This is an optimization exercise on Yosys and OpenROAD, whose aim is small area and a short achievable clock period, not a production implementation. In this exercise RTL edits were held to simulation tests only and were not proved equivalent to the original. Power and IR drop assume default switching activity.

--- flow/config.mk ---
export PLATFORM = sky130hd
export DESIGN_NAME = npx_main_fsm
export DESIGN_NICKNAME = npx_main_fsm
export VERILOG_FILES = /design/flow/design.v
export SDC_FILE = /design/flow/constraint.sdc
export NUM_CORES = 4
export LEC_CHECK = 0
export CAP_MARGIN = 20
export CELL_PAD_IN_SITES_DETAIL_PLACEMENT = 1
export CELL_PAD_IN_SITES_GLOBAL_PLACEMENT = 1
export CORE_MARGIN = 2
export CORE_UTILIZATION = 40
export PLACE_DENSITY = 0.5
export SETUP_SLACK_MARGIN = 3.8
export SLEW_MARGIN = 20
export SYNTH_HIERARCHICAL = 1
export SYNTH_MINIMUM_KEEP_SIZE = 6000
--- flow/constraint.sdc ---
create_clock -name core_clock -period 7.0 [get_ports {clk_50M}]
set_input_delay 1.4000 -clock core_clock [delete_from_list [all_inputs] [get_ports {clk_50M}]]
set_output_delay 1.4000 -clock core_clock [all_outputs]
set_load 0.01 [all_outputs]
--- flow/design.v ---
module RST_N_SYN(
	clk_sys,
	rst_n,
	en,
	rst_syn_n,
	rst_syn_n_buf
);
input clk_sys;
input rst_n;
input en;
output reg rst_syn_n;
output reg rst_syn_n_buf;  
always @(posedge clk_sys or negedge rst_n) begin
	if(~rst_n) begin
		rst_syn_n_buf <= 1'b0;
		rst_syn_n <= 1'b0;
	end else if(en) begin
		rst_syn_n_buf <= 1'b1;
		rst_syn_n <= rst_syn_n_buf;
	end
end
endmodule
module CLK_12P(
	clk_50M,
	rst_n,
	cnt,
	clk_3p2M,
	en_rise,
	en_fall
);
input  clk_50M;
input  rst_n;
output reg [3:0] cnt;
output reg clk_3p2M;
output en_rise;  
output en_fall;  
always @(posedge clk_50M or negedge rst_n) begin
	if(!rst_n)
		cnt <= 4'd0;
	else if(cnt == 4'd11)
		cnt <= 4'd0;
	else
		cnt <= cnt + 1'b1;
end
always @(posedge clk_50M or negedge rst_n) begin
	if(!rst_n)
		clk_3p2M <= 1'b0;
	else
		clk_3p2M <= (cnt >= 4'd5) && (cnt != 4'd11);
end
assign en_rise  = (cnt == 4'd5);
assign en_fall  = (cnt == 4'd11);
endmodule
module elec_register_cache(
	clk,
	en,
	rst_n,
	rotate,
	write_cache_en,
	addr,
	data_in,
	data_out
);
parameter SPI_ADDR_LEN = 10;
parameter SPI_DATA_LEN = 16;
input	clk;
input	en;              
input	rst_n;
input	rotate;          
input	write_cache_en;
input	[SPI_ADDR_LEN-1:0]	addr;
input	[SPI_DATA_LEN-1:0]	data_in;
output	data_out;
reg           valid;
wire [1023:0] cache;
wire wr  = en & write_cache_en;
wire rot = en & ~write_cache_en & rotate;
wire addr_hi_zero = ~|addr[SPI_ADDR_LEN-1:6];
wire no_hold = rot | (wr & ~valid);
wire [63:0] we;    
wire [63:0] hold;  
genvar w;
generate
	for (w = 0; w < 64; w = w + 1) begin : word
		assign we[w]   = wr & addr_hi_zero & (addr[5:0] == w);
		assign hold[w] = ~(we[w] | no_hold);
	end
endgenerate
cache_array u_array (
	.clk  (clk),
	.we   (we),
	.rv   (rot & valid),
	.hold (hold),
	.d    (data_in),
	.q    (cache)
);
always @(posedge clk or negedge rst_n) begin
	if(!rst_n)
		valid <= 1'b0;
	else if(wr | rot)
		valid <= 1'b1;
end
assign data_out = cache[0] & valid;
endmodule
module cache_array(
	clk,
	we,
	rv,
	hold,
	d,
	q
);
input           clk;
input  [63:0]   we;
input           rv;
input  [63:0]   hold;
input  [15:0]   d;
output reg [1023:0] q;
wire [1023:0] src = {q[0], q[1023:1]};
wire [1023:0] nxt;
genvar w, o;
generate
	for (w = 0; w < 64; w = w + 1) begin : word
		for (o = 0; o < 16; o = o + 1) begin : bit_
			localparam integer I = w*16 + o;
			assign nxt[I] = (we[w] & d[o]) | (rv & src[I]) | (hold[w] & q[I]);
		end
	end
endgenerate
always @(posedge clk)
	q <= nxt;
endmodule
module FSM(
	clk,
	rst_n,
	rst_n_pad,
	rst_n_pre,
	cnt_12,
	rx_output,
	rdy_spi,
	spi_busy,
	ack_fetch_spi,
	tx_input,
	code,
	addr,
	data_in,
	data_out,
	data_to_elec,
	clk_to_elec,
	data_to_elec_chem,
	clk_to_elec_chem,
	rst_n_to_probe,
	clk_3p2M,
	en_rise,
	en_fall,
	chem_out
);
parameter LEN_SPI = 32;
parameter SPI_ADDR_LEN = 10;
parameter SPI_DATA_LEN = 16;
parameter SPI_CODE_LEN = 6;
localparam [2:0] IDLE             = 3'd0;
localparam [2:0] WRITE_ELEC       = 3'd1;
localparam [2:0] READ_ELEC        = 3'd2;
localparam [2:0] FINISH_READ_ELEC = 3'd3;
localparam [2:0] RESET_ELEC       = 3'd4;
input clk;
input rst_n;
input rst_n_pad;   
input rst_n_pre;   
input [3:0] cnt_12;
input [LEN_SPI-1:0] rx_output;
input rdy_spi;
input spi_busy;
output reg [LEN_SPI-1:0] tx_input;
output ack_fetch_spi;
output data_to_elec;
output reg clk_to_elec;
output data_to_elec_chem;
output reg clk_to_elec_chem;
output reg rst_n_to_probe;
output [SPI_CODE_LEN-1:0] code;
output [SPI_ADDR_LEN-1:0] addr;
output [SPI_DATA_LEN-1:0] data_in;
input  [SPI_DATA_LEN-1:0] data_out;
input clk_3p2M;
input en_rise;
input en_fall;
input [7:0] chem_out;
reg  [7:0] chem_out_cnt_1d;
reg  [7:0] chem_out_cnt_2d;
wire [7:0] chem_out_cnt_pos = chem_out_cnt_2d & ~chem_out_cnt_1d;
reg  [15:0] chem_out_cnt[7:0];
reg  [15:0] chem_out_cnt_buf[7:0];    
wire [15:0] chem_out_cnt_buf_n[7:0];  
integer i;
always @(posedge clk) begin
	if(~rst_n) begin
		for (i = 0; i < 8; i = i + 1)
			chem_out_cnt[i] <= 16'b0;
	end else begin
		for (i = 0; i < 8; i = i + 1) begin
			if (chem_out[i])
				chem_out_cnt[i] <= chem_out_cnt[i] + 1'b1;
			else if (chem_out_cnt_pos[i])
				chem_out_cnt[i] <= 16'b0;
		end
	end
end
always @(posedge clk) begin
	if(~rst_n) begin
		chem_out_cnt_1d <= 8'b0;
		chem_out_cnt_2d <= 8'b0;
	end else begin
		chem_out_cnt_1d <= chem_out;
		chem_out_cnt_2d <= chem_out_cnt_1d;
	end
end
genvar g;
generate
	for (g = 0; g < 8; g = g + 1) begin : chem_buf
		assign chem_out_cnt_buf_n[g] = chem_out_cnt_pos[g] ? chem_out_cnt[g] : chem_out_cnt_buf[g];
	end
endgenerate
always @(posedge clk) begin
	if(~rst_n) begin
		for (i = 0; i < 8; i = i + 1)
			chem_out_cnt_buf[i] <= 16'b0;
	end else begin
		for (i = 0; i < 8; i = i + 1)
			chem_out_cnt_buf[i] <= chem_out_cnt_buf_n[i];
	end
end
wire take = rdy_spi & ~spi_busy;
assign ack_fetch_spi = rst_n & take;
reg  [LEN_SPI-1:0] rx_output_buf;    
wire [LEN_SPI-1:0] rx_output_buf_n = take ? rx_output : rx_output_buf;
always @(posedge clk) begin
	if(!rst_n)
		rx_output_buf <= {(LEN_SPI){1'b0}};
	else
		rx_output_buf <= rx_output_buf_n;
end
reg [LEN_SPI-1:0] spi_bus;
always @(posedge clk or negedge rst_n) begin
	if(~rst_n)
		spi_bus <= {(LEN_SPI){1'b0}};
	else if(en_rise)
		spi_bus <= rx_output_buf_n;
end
assign code    = spi_bus[LEN_SPI-1:LEN_SPI-SPI_CODE_LEN];
assign addr    = spi_bus[SPI_ADDR_LEN+SPI_DATA_LEN-1:SPI_DATA_LEN];
assign data_in = spi_bus[SPI_DATA_LEN-1:0];
wire code_blk = (code==1 || code==2 || code==3 || code==15 || code==17 || code==19);
reg data_out_en_1d;
reg data_out_en_2d;
reg data_out_en_3d;
always @(posedge clk) begin
	if(!rst_n) begin
		data_out_en_1d <= 1'b0;
		data_out_en_2d <= 1'b0;
		data_out_en_3d <= 1'b0;
	end else if(en_fall) begin
		data_out_en_1d <= code_blk;
		data_out_en_2d <= data_out_en_1d;
		data_out_en_3d <= data_out_en_2d;
	end
end
wire data_out_en = data_out_en_3d & data_out_en_1d;
reg [2:0]              current_state;
reg [9:0]              counter_1024;
reg [5:0]              elec_addr;
reg [SPI_DATA_LEN-1:0] read_elec_data;
reg [2:0]              current_state_chem;
reg [9:0]              counter_1024_chem;
reg [5:0]              elec_addr_chem;
reg [SPI_DATA_LEN-1:0] read_elec_data_chem;
wire reg_cache_0;
wire reg_cache_0_chem;
always @(posedge clk or negedge rst_n) begin
	if(!rst_n)
		tx_input <= {(LEN_SPI){1'b0}};
	else if(data_out_en)
		tx_input <= {rx_output_buf_n[LEN_SPI-1:SPI_DATA_LEN], data_out};
	else if(current_state == FINISH_READ_ELEC)
		tx_input <= {16'b0, read_elec_data};
	else if(current_state_chem == FINISH_READ_ELEC)
		tx_input <= {16'b0, read_elec_data_chem};
	else if(code == 25)
		tx_input <= {16'b0, chem_out_cnt_buf_n[addr[2:0]]};
end
wire last     = (counter_1024 == 10'd1023);
wire last_chem = (counter_1024_chem == 10'd1023);
wire busy      = (current_state == WRITE_ELEC) || (current_state == READ_ELEC);
wire busy_chem = (current_state_chem == WRITE_ELEC) || (current_state_chem == READ_ELEC);
always @(posedge clk or negedge rst_n) begin
	if(!rst_n)
		current_state <= IDLE;
	else
		current_state <= state_next;
end
always @(posedge clk) begin
	if(!rst_n) begin
		counter_1024  <= 10'd0;
		elec_addr     <= 6'd0;
	end else if(en_rise) begin
		counter_1024 <= busy ? counter_1024 + 1'b1 : 10'd0;
		if(current_state == IDLE) begin
			if(code == 11)
				elec_addr <= addr[5:0];
			else if(code != 10 && code != 12)
				elec_addr <= 6'd0;
		end
	end
end
always @(posedge clk) begin
	if(!rst_n)
		read_elec_data <= 16'd0;
	else if(en_rise && current_state == READ_ELEC && counter_1024[9:4] == elec_addr)
		read_elec_data <= {reg_cache_0, read_elec_data[15:1]};
end
assign data_to_elec = reg_cache_0;
always @(posedge clk or negedge rst_n) begin
	if(!rst_n)
		current_state_chem <= IDLE;
	else
		current_state_chem <= state_next_chem;
end
always @(posedge clk) begin
	if(!rst_n) begin
		counter_1024_chem  <= 10'd0;
		elec_addr_chem     <= 6'd0;
	end else if(en_rise) begin
		counter_1024_chem <= busy_chem ? counter_1024_chem + 1'b1 : 10'd0;
		if(current_state_chem == IDLE) begin
			if(code == 21)
				elec_addr_chem <= addr[5:0];
			else if(code != 20 && code != 22)
				elec_addr_chem <= 6'd0;
		end
	end
end
always @(posedge clk) begin
	if(!rst_n)
		read_elec_data_chem <= 16'd0;
	else if(en_rise && current_state_chem == READ_ELEC && counter_1024_chem[9:4] == elec_addr_chem)
		read_elec_data_chem <= {reg_cache_0_chem, read_elec_data_chem[15:1]};
end
assign data_to_elec_chem = reg_cache_0_chem;
wire clk_3p2M_next = (cnt_12 >= 4'd5) && (cnt_12 != 4'd11);
wire [5:0] code_next = en_rise ? rx_output_buf_n[LEN_SPI-1:LEN_SPI-SPI_CODE_LEN] : code;
reg [2:0] state_next;
always @(*) begin
	state_next = current_state;
	if(en_rise)
		case(current_state)
			IDLE:
				if(code == 10)      state_next = WRITE_ELEC;
				else if(code == 11) state_next = READ_ELEC;
				else if(code == 12) state_next = RESET_ELEC;
			WRITE_ELEC:
				if(last) state_next = IDLE;
			READ_ELEC:
				if(last) state_next = FINISH_READ_ELEC;
			default:
				state_next = IDLE;
		endcase
end
reg [2:0] state_next_chem;
always @(*) begin
	state_next_chem = current_state_chem;
	if(en_rise)
		case(current_state_chem)
			IDLE:
				if(code == 20)      state_next_chem = WRITE_ELEC;
				else if(code == 21) state_next_chem = READ_ELEC;
				else if(code == 22) state_next_chem = RESET_ELEC;
			WRITE_ELEC:
				if(last_chem) state_next_chem = IDLE;
			READ_ELEC:
				if(last_chem) state_next_chem = FINISH_READ_ELEC;
			default:
				state_next_chem = IDLE;
		endcase
end
always @(posedge clk or negedge rst_n) begin
	if(!rst_n) begin
		clk_to_elec      <= 1'b0;
		clk_to_elec_chem <= 1'b0;
	end else begin
		clk_to_elec      <= ~clk_3p2M_next & (state_next == WRITE_ELEC);
		clk_to_elec_chem <= ~clk_3p2M_next & (state_next_chem == WRITE_ELEC);
	end
end
wire [5:0] code_after = rst_n ? code_next : 6'd0;
always @(posedge clk or negedge rst_n_pad) begin
	if(!rst_n_pad)
		rst_n_to_probe <= 1'b0;
	else
		rst_n_to_probe <= rst_n_pre & (code_after != 6'd12) & (code_after != 6'd22);
end
elec_register_cache elec_register_cache_i1(
	.clk            (clk),
	.en             (en_rise),
	.rst_n          (rst_n),
	.rotate         (busy),
	.write_cache_en (code == 23),
	.addr           (addr),
	.data_in        (data_in),
	.data_out       (reg_cache_0)
);
elec_register_cache elec_register_cache_i2(
	.clk            (clk),
	.en             (en_rise),
	.rst_n          (rst_n),
	.rotate         (busy_chem),
	.write_cache_en (code == 24),
	.addr           (addr),
	.data_in        (data_in),
	.data_out       (reg_cache_0_chem)
);
endmodule
module P2S(
	p_data,
	clk_50M,
	en_fall,
	rst_n,
	cnt,
	s_data,
	data_valid
);
parameter BITS_ADC = 12;
input [BITS_ADC:0] p_data;  
input              clk_50M;
input              en_fall;
input              rst_n;
input  [3:0]       cnt;      
output reg         s_data;
output reg         data_valid;
reg [BITS_ADC:0] p_data_syn;
always @(posedge clk_50M) begin
	if(!rst_n)
		p_data_syn <= {1'b0, {(BITS_ADC){1'b1}}};
	else if(en_fall)
		p_data_syn <= p_data;
end
always @(posedge clk_50M or negedge rst_n) begin
	if(!rst_n) begin
		s_data     <= 1'b0;
		data_valid <= 1'b1;
	end else begin
		if(!p_data_syn[BITS_ADC])
			s_data <= p_data_syn[cnt];
		data_valid <= p_data_syn[BITS_ADC];
	end
end
endmodule
module npx_main_fsm (
	clk_50M,        
	rst_n,          
	chem_out,       
	p_data,         
	s_data,         
	data_valid,     
	clk_3p2M,       
	rst_n_block,    
	code,           
	addr,           
	data_in,        
	data_out,       
	data_to_elec,
	clk_to_elec,
	data_to_elec_chem,
	clk_to_elec_chem,
	rst_n_to_probe,
	rx_output,      
	rdy_spi,        
	spi_busy,       
	ack_fetch_spi,  
	tx_input        
);
parameter LEN_SPI = 32;
parameter SPI_ADDR_LEN = 10;
parameter SPI_DATA_LEN = 16;
parameter SPI_CODE_LEN = 6;
parameter ROW_NUM = 8;
parameter BITS_ADC = 12;
input rst_n, clk_50M;
input [7:0] chem_out;
input  [ROW_NUM*(BITS_ADC+1)-1:0] p_data;
output [ROW_NUM-1:0] s_data;
output [ROW_NUM-1:0] data_valid;
output clk_3p2M;
output rst_n_block;
output [SPI_CODE_LEN-1:0] code;
output [SPI_ADDR_LEN-1:0] addr;
output [SPI_DATA_LEN-1:0] data_in;
input  [SPI_DATA_LEN-1:0] data_out;
output data_to_elec;
output clk_to_elec;
output data_to_elec_chem;
output clk_to_elec_chem;
output rst_n_to_probe;
input  [LEN_SPI-1:0] rx_output;
input  rdy_spi;
input  spi_busy;
output ack_fetch_spi;
output [LEN_SPI-1:0] tx_input;
wire rst_syn_n;
wire rst_syn_n_buf;
wire en_rise;
wire en_fall;
wire [3:0] cnt_12;
RST_N_SYN rst_n_syn(
	.clk_sys(clk_50M),
	.rst_n(rst_n),
	.en(1'b1),
	.rst_syn_n(rst_syn_n),
	.rst_syn_n_buf(rst_syn_n_buf)
);
RST_N_SYN rst_n_syn2block(
	.clk_sys(clk_50M),
	.rst_n(rst_syn_n),
	.en(en_rise),
	.rst_syn_n(rst_n_block),
	.rst_syn_n_buf()
);
CLK_12P clk_12p(
	.clk_50M(clk_50M),
	.rst_n(rst_syn_n),
	.cnt(cnt_12),
	.clk_3p2M(clk_3p2M),
	.en_rise(en_rise),
	.en_fall(en_fall)
);
FSM fsm(
	.clk(clk_50M),
	.rst_n(rst_syn_n),
	.rst_n_pad(rst_n),
	.rst_n_pre(rst_syn_n_buf),
	.cnt_12(cnt_12),
	.rx_output(rx_output),
	.rdy_spi(rdy_spi),
	.spi_busy(spi_busy),
	.ack_fetch_spi(ack_fetch_spi),
	.tx_input(tx_input),
	.code(code),
	.addr(addr),
	.data_in(data_in),
	.data_out(data_out),
	.data_to_elec(data_to_elec),
	.clk_to_elec(clk_to_elec),
	.data_to_elec_chem(data_to_elec_chem),
	.clk_to_elec_chem(clk_to_elec_chem),
	.rst_n_to_probe(rst_n_to_probe),
	.clk_3p2M(clk_3p2M),
	.en_rise(en_rise),
	.en_fall(en_fall),
	.chem_out(chem_out)
);
genvar x;
generate
	for (x = 0; x < ROW_NUM; x=x+1) begin : P2S_i
		P2S p2s(
			.p_data(p_data[x*(BITS_ADC+1)+:(BITS_ADC+1)]),
			.clk_50M(clk_50M),
			.en_fall(en_fall),
			.rst_n(rst_syn_n),
			.cnt(cnt_12),
			.s_data(s_data[x]),
			.data_valid(data_valid[x])
		);
	end
endgenerate
endmodule
--- flow/run.sh ---
#!/bin/bash
# synth_recipe.tcl (not shown) runs the flow's synth.tcl, then flattens the netlist and writes it again
# the make line also repeats each setting of config.mk as NAME=value (left out here)
make -C /OpenROAD-flow-scripts/flow DESIGN_CONFIG=/design/flow/config.mk WORK_HOME=/design/flow/orfs CLKGATE_MAP_FILE= SYNTH_SCRIPT=/design/flow/synth_recipe.tcl finish
==> results.py <==
metrics = {
    "worst_hold_path": {
        "worst_hold_startpoint": "P2S_i[2].p2s.p_data_syn[12]",
        "min_path_type": "reg2reg",
    },
    "worst_setup_path": {
        "critical_path.slowest_cell": "sky130_fd_sc_hd__nand2b_4",
        "critPathCaptureType": "primary output",
        "critPathRequiredTime_ps": 5600,
        "worst-path-max-fanout": 2,
        "worst_path_dominant_cell_family": "buffers and inverters",
        "critical_path.reg2reg.startpoint": "fsm.spi_bus[23]",
        "critical_path_startpoint_category": "input port",
        "setup.worst_path.start": "spi_busy",
        "worst_ep_arrival_time_ps": 1930,
        "slowest_delay_ps": 140,
        "worstPathBufferInverterCount": 3,
        "worstPathCellList": "buf_6 -> nand2b_4 -> buf_12 -> nor2_4 -> buf_6",
        "path_class": "in2out",
        "critical_path.most_common_cell": "sky130_fd_sc_hd__buf_6",
    },
    "synthesis": {
        "synth_warnings": 14,
        "yosys_most_used_dff": "sky130_fd_sc_hd__dfxtp_1",
        "synth_edf_count": 0,
        "post_synth_num_cell_types": 66,
        "postSynthAreaPerCell_sq_um": 9.96,
        "ys_seq_area_share_pct": 53.8,
        "synth.net_count": 10100,
        "syn_area_sq_mm": 0.0985,
        "syn_inst": 9885,
        "ys_ff_latch": 2623,
        "ys_async_sr_fraction_pct": 3.81,
    },
    "cells_and_area": {
        "fraction_of_final_layout_cells_with_drive_strength_greater_than_1_pct": 11.5,
        "stdcell_area_sq_mm": 0.115,
        "nNetsFinal": 9939,
        "synth_to_final_area_change_pct": 16.5,
        "final-instance-count-excl-fill": 13200,
    },
    "floorplanning": {
        "io-pin-count": 252,
        "die_x_um": 500,
        "initial_utilization_pct": 40.1,
        "die_area_sq_mm": 0.250,
        "floorplan.rows": 182,
        "placeableCoreArea_sq_mm": 0.245,
        "die_height_um": 500,
    },
    "clock_network": {
        "cts-hold-fix-buffers": 0,
        "sink_count": 2623,
        "deepest_clock_path_buffer_count": 4,
        "cts_inserted_buffers": 308,
        "clock_insertion_delay_worst_skew_ps": 930,
        "cts_tree": "built",
        "htreeDepth": 5,
        "cts-root-buf": "sky130_fd_sc_hd__clkbuf_16",
        "clkTransAtPathRegs_ps": 60,
    },
    "timing": {
        "report.final.setup_viol": 0,
        "slew_headroom_pct": 24.9,
        "fin_skew_ps": 50.4,
        "rsz_0062_raised_after_global_routing": "true",
        "slew_violations": 0,
        "setup_tns_ps": 0,
        "fin_crit_sh_pct": 47.6,
        "actual_slew_at_the_worst_max_slew_pin_ps": 1120,
        "fmax_mhz": 300,
        "final-hold-violation-count": 0,
        "fin_ws_ps": 3670,
        "finalCriticalPeriod_ps": 3330,
    },
    "drt": {
        "detail-route-antenna-nets": 0,
        "detailedRoute.firstIterationViolations": 14200,
        "drcViolationCount": 0,
        "drt-vias-per-instance": 6.21,
        "routed_wirelength_um": 355000,
        "drt_pre_antenna_iters": 14,
        "via_count": 82000,
        "wire_per_inst_um": 26.9,
    },
    "global_routing": {
        "grt_start_max_net_pins": 215,
        "number_of_global_route_vias_before_repair": 79900,
        "antenna_found_initial": 11,
        "first_pass_grt_wire_length_um": 522000,
        "grt_remaining_overflow": 0,
        "track_usage_pct": 27.0,
    },
    "run": {
        "maxCapViolCount": 0,
    },
    "pwr": {
        "leakage_nw": 57.2,
        "post-layout-total-power_mw": 32.3,
        "worst_ir_drop_vdd_mv": 0.207,
        "pwr_density_mw_per_mm2": 282,
    },
    "place": {
        "port_buffers": 251,
        "place_area_sq_mm": 0.102,
        "dp_hpwl_um": 192000,
        "gp_congestion": 0.778,
        "placed_cells": 12600,
        "dp_worst_setup_slack_ps": 2440,
    },
    "outcome": {
        "run_status": "no timing/DRC/antenna violations",
    },
}
==> logic make-up (layout without fill, tap and decap cells) <==
kind of cell	Yosys count	count (layout)	share of synthesized area, %
AND/OR/NAND/NOR	1354	1354	6.20
adder cells (fa/ha/maj)	13	13	0.165
flip-flops	2623	2623	53.8
XOR/XNOR	36	36	0.320
multiplexers	260	260	2.99
other	1	5	0.00381
buffers and inverters	3031	3125	12.5
AO/OA/AOI/OAI	2567	2567	23.9
==> registers in the layout, indices dropped and copies added, names as in the netlist, 10 cells and up <==
signal,cells
P2S_i.p2s.p_data_syn,104
fsm.chem_out_cnt,128
fsm.chem_out_cnt_buf,128
fsm.counter_1024,10
fsm.counter_1024_chem,10
fsm.elec_register_cache_i1.u_array.q,1024
fsm.elec_register_cache_i2.u_array.q,1024
fsm.read_elec_data,16
fsm.read_elec_data_chem,16
fsm.rx_output_buf,32
fsm.spi_bus,32
fsm.tx_input,32
==> metal layers <==
metal / part of all wire, % / up-vias / track usage [%]
met5: 0.0065 / - / 0
met3: 5.7 / 483 / 2.88
met2: 49 / 2563 / 46.7
met1: 43 / 42200 / 35.8
met4: 2.4 / 4 / 7.37
li1: - / 36700 / -
==> per-module statistics from Yosys, one instance, submodules excluded <==
module        copies in the design  flops+latches  cells
npx_main_fsm                     1            575   3033
cache_array                      2           1024   3426
==> final timing paths <==
path,to,slack [ps],cells past startpoint
max reg2reg,fsm.elec_register_cache_i2.u_array.q[369],3840,8
min reg2reg,P2S_i[2].p2s.data_valid,330,0
min in group asynchronous,fsm.spi_bus[11],490,1
min,P2S_i[2].p2s.data_valid,330,0
max in group asynchronous,clk_12p.cnt[1],4510,3
max,ack_fetch_spi,3670,5
==> report_power, final <==
| part | switching [mW] | total (mW) | internal, mW |
|---|---|---|---|
| sequential | 0.0986 | 15.2 | 15.1 |
| combinational | 1.12 | 1.50 | 0.383 |
| clock | 6.29 | 15.6 | 9.36 |
==> synth_stat cells (7+ instances only) <==
cell | number | area (sq um)
sky130_fd_sc_hd__a311oi_1 | 7 | 61.3
sky130_fd_sc_hd__a21oi_1 | 243 | 1220
sky130_fd_sc_hd__xor2_1 | 10 | 87.6
sky130_fd_sc_hd__o22ai_1 | 52 | 325
sky130_fd_sc_hd__and4_1 | 14 | 123
sky130_fd_sc_hd__nand4_1 | 36 | 225
sky130_fd_sc_hd__nand3b_1 | 9 | 67.6
sky130_fd_sc_hd__a222oi_1 | 2048 | 20500
sky130_fd_sc_hd__a211oi_1 | 10 | 75.1
sky130_fd_sc_hd__a221o_1 | 15 | 150
sky130_fd_sc_hd__nor2_1 | 468 | 1760
sky130_fd_sc_hd__clkbuf_1 | 610 | 2290
sky130_fd_sc_hd__nor2b_1 | 14 | 87.6
sky130_fd_sc_hd__inv_1 | 2083 | 7820
sky130_fd_sc_hd__o21ai_0 | 85 | 425
sky130_fd_sc_hd__nand2_1 | 412 | 1550
sky130_fd_sc_hd__buf_6 | 91 | 1020
sky130_fd_sc_hd__dfrtp_1 | 92 | 2300
sky130_fd_sc_hd__buf_2 | 174 | 871
sky130_fd_sc_hd__o21a_1 | 11 | 82.6
sky130_fd_sc_hd__dfstp_2 | 8 | 210
sky130_fd_sc_hd__o211ai_1 | 24 | 180
sky130_fd_sc_hd__and3_1 | 32 | 200
sky130_fd_sc_hd__ha_1 | 13 | 163
sky130_fd_sc_hd__or4_1 | 7 | 52.6
sky130_fd_sc_hd__or2_2 | 27 | 169
sky130_fd_sc_hd__a31oi_1 | 7 | 43.8
sky130_fd_sc_hd__dfxtp_1 | 2523 | 50500
sky130_fd_sc_hd__a22o_1 | 15 | 131
sky130_fd_sc_hd__or3_1 | 14 | 87.6
sky130_fd_sc_hd__o31ai_1 | 7 | 52.6
sky130_fd_sc_hd__nor3_1 | 26 | 130
sky130_fd_sc_hd__nand2b_1 | 38 | 238
sky130_fd_sc_hd__buf_4 | 17 | 128
sky130_fd_sc_hd__buf_1 | 52 | 195
sky130_fd_sc_hd__xnor2_1 | 26 | 228
sky130_fd_sc_hd__nor4_1 | 14 | 87.6
sky130_fd_sc_hd__mux4_2 | 24 | 541
sky130_fd_sc_hd__mux2i_1 | 202 | 2020
sky130_fd_sc_hd__and2_1 | 29 | 181
sky130_fd_sc_hd__a22oi_1 | 18 | 135
sky130_fd_sc_hd__nand3_1 | 194 | 971
sky130_fd_sc_hd__mux2_2 | 34 | 383
==> cell type report <==
cell class | count | area (sq um)
clock inverter | 65 | 743
inverter | 2085 | 7850
timing repair buffer | 512 | 5390
sequential | 2623 | 53100
tap | 3220 | 4030
clock buffer | 462 | 9000
multi-input combinational | 4231 | 34600
antenna | 4 | 10.0
fill | 26500 | 131000
timing repair inverter | 1 | 11.3
==> placed cells by master, fill, tap and decap left out, types with 85 or more instances in the layout <==
cell and count:
sky130_fd_sc_hd__a222oi_1 2048, sky130_fd_sc_hd__nand3_1 191, sky130_fd_sc_hd__dfxtp_1 2521, sky130_fd_sc_hd__mux2i_1 202, sky130_fd_sc_hd__clkbuf_16 319, sky130_fd_sc_hd__clkdlybuf4s50_1 161
sky130_fd_sc_hd__buf_4 181, sky130_fd_sc_hd__a21oi_2 103, sky130_fd_sc_hd__o21ai_0 85, sky130_fd_sc_hd__nand2_1 408, sky130_fd_sc_hd__nor2_4 88, sky130_fd_sc_hd__nor2_1 316
sky130_fd_sc_hd__clkbuf_1 89, sky130_fd_sc_hd__inv_1 2083, sky130_fd_sc_hd__a21oi_1 132
==> through the flow <==
stage,util (%),hold WS [ps]
6_report,46.8,328
5_1_grt,46.8,341
4_1_cts,46.5,332
3_5_place_dp,41.6,328
3_3_place_gp,41.6,324
2_1_floorplan,-,314
==> repair_timing <==
item / CTS / global route
resized for setup: 498 / 36
endpoints found under the setup margin: 2140 / 1602
setup buffers: 85 / 12
endpoints found under the hold margin: 0 / 0
pin swaps: 28 / 11
gates cloned: 6 / 5

separate check: timing with driven ports:
Ports are ideal in the flow. The routed layout listed here was re-timed in OpenROAD. Step 1 sets driving cells, clkbuf_16 on the clock port and buf_2 on the other inputs (assumed; they add their load-dependent delay and slew). Step 2 moves the port delays by t, midway between the first and last clock arrival at a register: inputs arrive t later, outputs are due t later. That takes back most of the time a late clock gives input paths. Three values: no drivers, after step 1, after step 2; two values: the first two.
t (ns): 0.990
setup slack, ns: 3.666 / 3.631 / 3.394
hold slack, ns: 0.328 / 0.328 / 0.328
worst setup path at the end: input to register
worst slew at a driven data input, ns: 0.13
After both steps this run still meets setup and hold. For this run, drivers alone change the setup slack by -0.035 ns; drivers and shift together by -0.272 ns.
